This is an optimization exercise on Yosys and OpenROAD, whose aim is small area, a short achievable clock period and few clock cycles per item, not a production implementation.
RTL that was checked went through simulation tests only; none was proved equivalent to the original.
No activity file was given, so power comes from the tool's default toggle rates.

Setup of job 8503:
## huffman
module huffman(clk, reset, gray_valid, gray_data, CNT_valid, CNT1, CNT2, CNT3, CNT4, CNT5, CNT6,
               code_valid, HC1, HC2, HC3, HC4, HC5, HC6, M1, M2, M3, M4, M5, M6);
Size: about 1300 cells after synthesis, roughly 160 I/O pins, ~8000 um^2 of cells after synthesis.
==> module huffman, before the edit <==
module huffman(clk, reset, gray_valid, gray_data, CNT_valid, CNT1, CNT2, CNT3, CNT4, CNT5, CNT6,
               code_valid, HC1, HC2, HC3, HC4, HC5, HC6, M1, M2, M3, M4, M5, M6);
input clk;
input reset;
input gray_valid;
input [7:0] gray_data;
output CNT_valid;
output [7:0] CNT1, CNT2, CNT3, CNT4, CNT5, CNT6;
output reg code_valid;
output [7:0] HC1, HC2, HC3, HC4, HC5, HC6;
output [7:0] M1, M2, M3, M4, M5, M6;
reg        gv1;          
reg        run;          
reg  [3:0] tc;           
reg  [7:0] w [0:5];      
reg  [5:0] m [0:5];      
reg  [4:0] r [1:6];      
assign CNT1 = w[5]; assign CNT2 = w[0]; assign CNT3 = w[1];
assign CNT4 = w[2]; assign CNT5 = w[3]; assign CNT6 = w[4];
assign CNT_valid = gv1 & ~gray_valid;
wire go      = run | CNT_valid;
wire step    = go & (~tc[3] | (tc[2:0] < 3'd5));    
wire combine = (tc > 4'd4) & tc[0] & (tc != 4'd13);
wire [4:0] uns;
assign uns[0] = tc < 4'd4;
assign uns[1] = tc < 4'd3;
assign uns[2] = tc < 4'd2;
assign uns[3] = tc < 4'd1;
assign uns[4] = 1'b0;
function lt8(input [7:0] a, input [7:0] b);   
  reg [7:0] l, g;
  reg [3:0] l1, g1;
  reg [1:0] l2, g2;
  integer j;
  begin
    l = ~a & b;
    g = a & ~b;
    for (j = 0; j < 4; j = j + 1) begin
      l1[j] = l[2*j+1] | ~g[2*j+1] & l[2*j];
      g1[j] = g[2*j+1] | ~l[2*j+1] & g[2*j];
    end
    for (j = 0; j < 2; j = j + 1) begin
      l2[j] = l1[2*j+1] | ~g1[2*j+1] & l1[2*j];
      g2[j] = g1[2*j+1] | ~l1[2*j+1] & g1[2*j];
    end
    lt8 = l2[1] | ~g2[1] & l2[0];
  end
endfunction
wire [5:1] lt;
genvar gi;
generate for (gi = 1; gi < 6; gi = gi + 1) begin : g_lt
  assign lt[gi] = lt8(w[gi], w[0]);
end endgenerate
wire [4:0] c = uns | lt;
wire [7:0] sum = w[0] + w[1];
reg  [7:0] wsel;
always @* begin
  case (gray_data[2:0])
    3'd1: wsel = w[5];
    3'd2: wsel = w[0];
    3'd3: wsel = w[1];
    3'd4: wsel = w[2];
    3'd5: wsel = w[3];
    default: wsel = w[4];
  endcase
end
wire [7:0] winc = wsel + 8'd1;
always @(posedge clk or posedge reset) begin
  if (reset) begin
    gv1 <= 1'b0; code_valid <= 1'b0;
    run <= 1'b0; tc <= 4'd0;
  end else begin
    gv1 <= gray_valid;
    if (CNT_valid) run <= 1'b1;
    if (step) tc <= tc + 4'd1;
    code_valid <= step & (tc == 4'd12);
  end
end
integer i;
always @(posedge clk) begin
  if (reset) begin
    for (i = 0; i < 6; i = i + 1) w[i] <= 8'd0;
  end else if (step) begin
    if (combine) begin
      w[0] <= sum;
      for (i = 1; i < 5; i = i + 1) w[i] <= w[i+1];
      w[5] <= 8'hff;
    end else begin
      for (i = 0; i < 5; i = i + 1)
        if (c[i]) w[i] <= w[i+1];
        else if (i == 0 || c[i-1]) w[i] <= w[0];
      if (c[4]) w[5] <= w[0];
    end
  end else if (gray_valid & ~run) begin
    for (i = 0; i < 5; i = i + 1)
      if (gray_data[2:0] == i + 2) w[i] <= winc;
    if (gray_data[2:0] == 3'd1) w[5] <= winc;
  end
end
always @* m[5] = ~(m[0] | m[1] | m[2] | m[3] | m[4]);
always @(posedge clk) begin
  if (reset) begin
    m[0] <= 6'b000010; m[1] <= 6'b000100; m[2] <= 6'b001000;
    m[3] <= 6'b010000; m[4] <= 6'b100000;
  end else if (step) begin
    if (combine) begin
      m[0] <= m[0] | m[1];
      for (i = 1; i < 5; i = i + 1) m[i] <= m[i+1];
    end else begin
      for (i = 0; i < 5; i = i + 1)
        if (c[i]) m[i] <= m[i+1];
        else if (i == 0 || c[i-1]) m[i] <= m[0];
    end
  end
end
function [4:0] lead(input [4:0] v);    
  lead = {v[4], v[3] & ~v[4], v[2] & ~|v[4:3], v[1] & ~|v[4:2], v[0] & ~|v[4:1]};
endfunction
function [4:0] add_bit(input [4:0] v, input b);   
  reg [4:0] l;
  begin
    l = lead(v);
    add_bit = (v & ~l) | (l & {5{b}}) | {l[3:0], 1'b0};
  end
endfunction
genvar k;
generate for (k = 1; k <= 6; k = k + 1) begin : g_lvl
  wire a = m[0][k-1];
  wire b = m[1][k-1];
  always @(posedge clk) begin
    if (reset) r[k] <= 5'b00001;
    else if (step & combine & (a | b)) r[k] <= add_bit(r[k], a);
  end
end endgenerate
function [7:0] mask_of(input [4:0] v);
  mask_of = {3'b000, |v[4], |v[4:3], |v[4:2], |v[4:1], 1'b1};   
endfunction
function [7:0] code_of(input [4:0] v, input b);
  code_of = {3'b000, v & ({1'b0, |v[4], |v[4:3], |v[4:2], |v[4:1]} | {5{b}})};
endfunction
assign M1 = mask_of(r[1]); assign HC1 = code_of(r[1], m[0][0]);
assign M2 = mask_of(r[2]); assign HC2 = code_of(r[2], m[0][1]);
assign M3 = mask_of(r[3]); assign HC3 = code_of(r[3], m[0][2]);
assign M4 = mask_of(r[4]); assign HC4 = code_of(r[4], m[0][3]);
assign M5 = mask_of(r[5]); assign HC5 = code_of(r[5], m[0][4]);
assign M6 = mask_of(r[6]); assign HC6 = code_of(r[6], m[0][5]);
endmodule
clock: 4.0 ns
lec_check: 0
abc_area: 1
cap_margin: 20
core_margin: 2
core_utilization: 50
cts_buf_list: sky130_fd_sc_hd__clkbuf_8
setup_slack_margin: 1.5
slew_margin: 20
standard.sh (not shown) runs the stock make flow with config.mk's settings and CLKGATE_MAP_FILE= SYNTH_SCRIPT=/design/flow/synth_recipe.tcl, a recipe that flattens the netlist after the stock synthesis.
==> flow/flow/run.sh <==
#!/bin/bash
# The standard layout (the standard.sh, which runs ORFS with the standard
# synthesis), except that the port buffers are the platform's smallest
# buffer instead of the delay cell buffer_ports picks by default. Every port
# still gets its own buffer. make's full output goes to standard.log here;
# ORFS keeps each step's log under orfs/logs.
set -euo pipefail
bash standard.sh "BUFFER_PORTS_ARGS=-buffer_cell sky130_fd_sc_hd__buf_1" finish > standard.log 2>&1
Testbench counts of job 8503, summed over its fixed seeds: cycles 21,888, images 192.
Here is what was changed in the inputs of job 4107 compared with job 8503.
-- flow/design.v --
<<< job 8503, line 15
reg  [7:0] w [0:5];      
reg  [5:0] m [0:5];      
reg  [4:0] r [1:6];      
assign CNT1 = w[5]; assign CNT2 = w[0]; assign CNT3 = w[1];
assign CNT4 = w[2]; assign CNT5 = w[3]; assign CNT6 = w[4];
>>> job 4107, line 15
reg  [7:0] w [0:5];      
reg  [5:0] m [0:5];      
reg  [3:0] t [1:6];      
reg  [3:0] h [1:6];      
assign CNT1 = w[5]; assign CNT2 = w[0]; assign CNT3 = w[1];
assign CNT4 = w[2]; assign CNT5 = w[3]; assign CNT6 = w[4];
<<< job 8503, line 54
wire [4:0] c = uns | lt;
wire [7:0] sum = w[0] + w[1];
reg  [7:0] wsel;
always @* begin
>>> job 4107, line 55
wire [4:0] c = uns | lt;
wire [7:0] sum = w[0] + w[1];
wire [7:0] mo [1:6];
wire [7:0] ho [1:6];
reg  [7:0] wsel;
always @* begin
<<< job 8503, line 114
  end
end
function [4:0] lead(input [4:0] v);    
  lead = {v[4], v[3] & ~v[4], v[2] & ~|v[4:3], v[1] & ~|v[4:2], v[0] & ~|v[4:1]};
endfunction
function [4:0] add_bit(input [4:0] v, input b);   
  reg [4:0] l;
  begin
    l = lead(v);
    add_bit = (v & ~l) | (l & {5{b}}) | {l[3:0], 1'b0};
  end
endfunction
genvar k;
generate for (k = 1; k <= 6; k = k + 1) begin : g_lvl
  wire a = m[0][k-1];
  wire b = m[1][k-1];
  always @(posedge clk) begin
    if (reset) r[k] <= 5'b00001;
    else if (step & combine & (a | b)) r[k] <= add_bit(r[k], a);
  end
end endgenerate
function [7:0] mask_of(input [4:0] v);
  mask_of = {3'b000, |v[4], |v[4:3], |v[4:2], |v[4:1], 1'b1};   
endfunction
function [7:0] code_of(input [4:0] v, input b);
  code_of = {3'b000, v & ({1'b0, |v[4], |v[4:3], |v[4:2], |v[4:1]} | {5{b}})};
endfunction
assign M1 = mask_of(r[1]); assign HC1 = code_of(r[1], m[0][0]);
assign M2 = mask_of(r[2]); assign HC2 = code_of(r[2], m[0][1]);
assign M3 = mask_of(r[3]); assign HC3 = code_of(r[3], m[0][2]);
assign M4 = mask_of(r[4]); assign HC4 = code_of(r[4], m[0][3]);
assign M5 = mask_of(r[5]); assign HC5 = code_of(r[5], m[0][4]);
assign M6 = mask_of(r[6]); assign HC6 = code_of(r[6], m[0][5]);
endmodule
>>> job 4107, line 117
  end
end
genvar k;
generate for (k = 1; k <= 6; k = k + 1) begin : g_lvl
  wire a = m[0][k-1];
  wire b = m[1][k-1];
  wire [3:0] nxt = {t[k][2:0], 1'b1} & ~t[k];    
  always @(posedge clk) begin
    if (reset) begin
      t[k] <= 4'd0;
      h[k] <= 4'd0;
    end else if (step & combine & (a | b)) begin
      t[k] <= {t[k][2:0], 1'b1};
      if (a) h[k] <= h[k] | nxt;
    end
  end
  wire [4:0] nx5 = {t[k], 1'b1} & ~{1'b0, t[k]};
  assign mo[k] = {3'b000, t[k], 1'b1};
  assign ho[k] = {3'b000, {1'b0, h[k]} | (nx5 & {5{a}})};
end endgenerate
assign M1 = mo[1]; assign HC1 = ho[1];
assign M2 = mo[2]; assign HC2 = ho[2];
assign M3 = mo[3]; assign HC3 = ho[3];
assign M4 = mo[4]; assign HC4 = ho[4];
assign M5 = mo[5]; assign HC5 = ho[5];
assign M6 = mo[6]; assign HC6 = ho[6];
endmodule
- Job 4107 finished every stage and its layout cleared the timing, design-rule and antenna checks.
- Summary of job 4107 over job 8503: met3 layer usage reported by global route saw a decrease, first-pass GRT wire length saw an increase, number of global-route vias before repair saw an increase, time the final worst path needs with I/O delays and setup saw little to no change.
- Per the comparison of job 4107 with job 8503, final period utilization neither gained nor lost much; post-cts sizing count went down by about 20%; die area now sits higher; register area +360 um^2; maximum VDD drop dropped 0.000015 V.
- Compared with job 8503, in job 4107 simple logic cell fraction of the synthesized area shows a reduction of 0.61 points, total power went up 4.3%.
No functional check of the RTL was part of job 4107.

## re-timing with driven ports
Ports are ideal in the flow. The routed layouts listed here were re-timed in OpenROAD.
Step 1 sets driving cells, clkbuf_16 on the clock port and buf_2 on the other inputs (assumed; they add their load-dependent delay and slew).
Step 2 times the ports against the registers' clock, not the clock port: input delays grow and output delays shrink by t, the midpoint of the rising clock arrivals with the driver on.
Slacks: no drivers / after step 1 / after step 2; pairs: no drivers / after step 1.
run	t, ns	setup slack, ns	latest minus earliest clock arrival (ns)
job 8503	0.486	1.624 / 1.594 / 1.195	0.009 / 0.009
job 4107	0.497	1.627 / 1.600 / 1.172	0.022 / 0.022
After both steps setup and hold are still met in every run listed. For job 4107, which loses most, drivers alone change the setup slack by -0.027 ns; drivers and shift together by -0.455 ns.
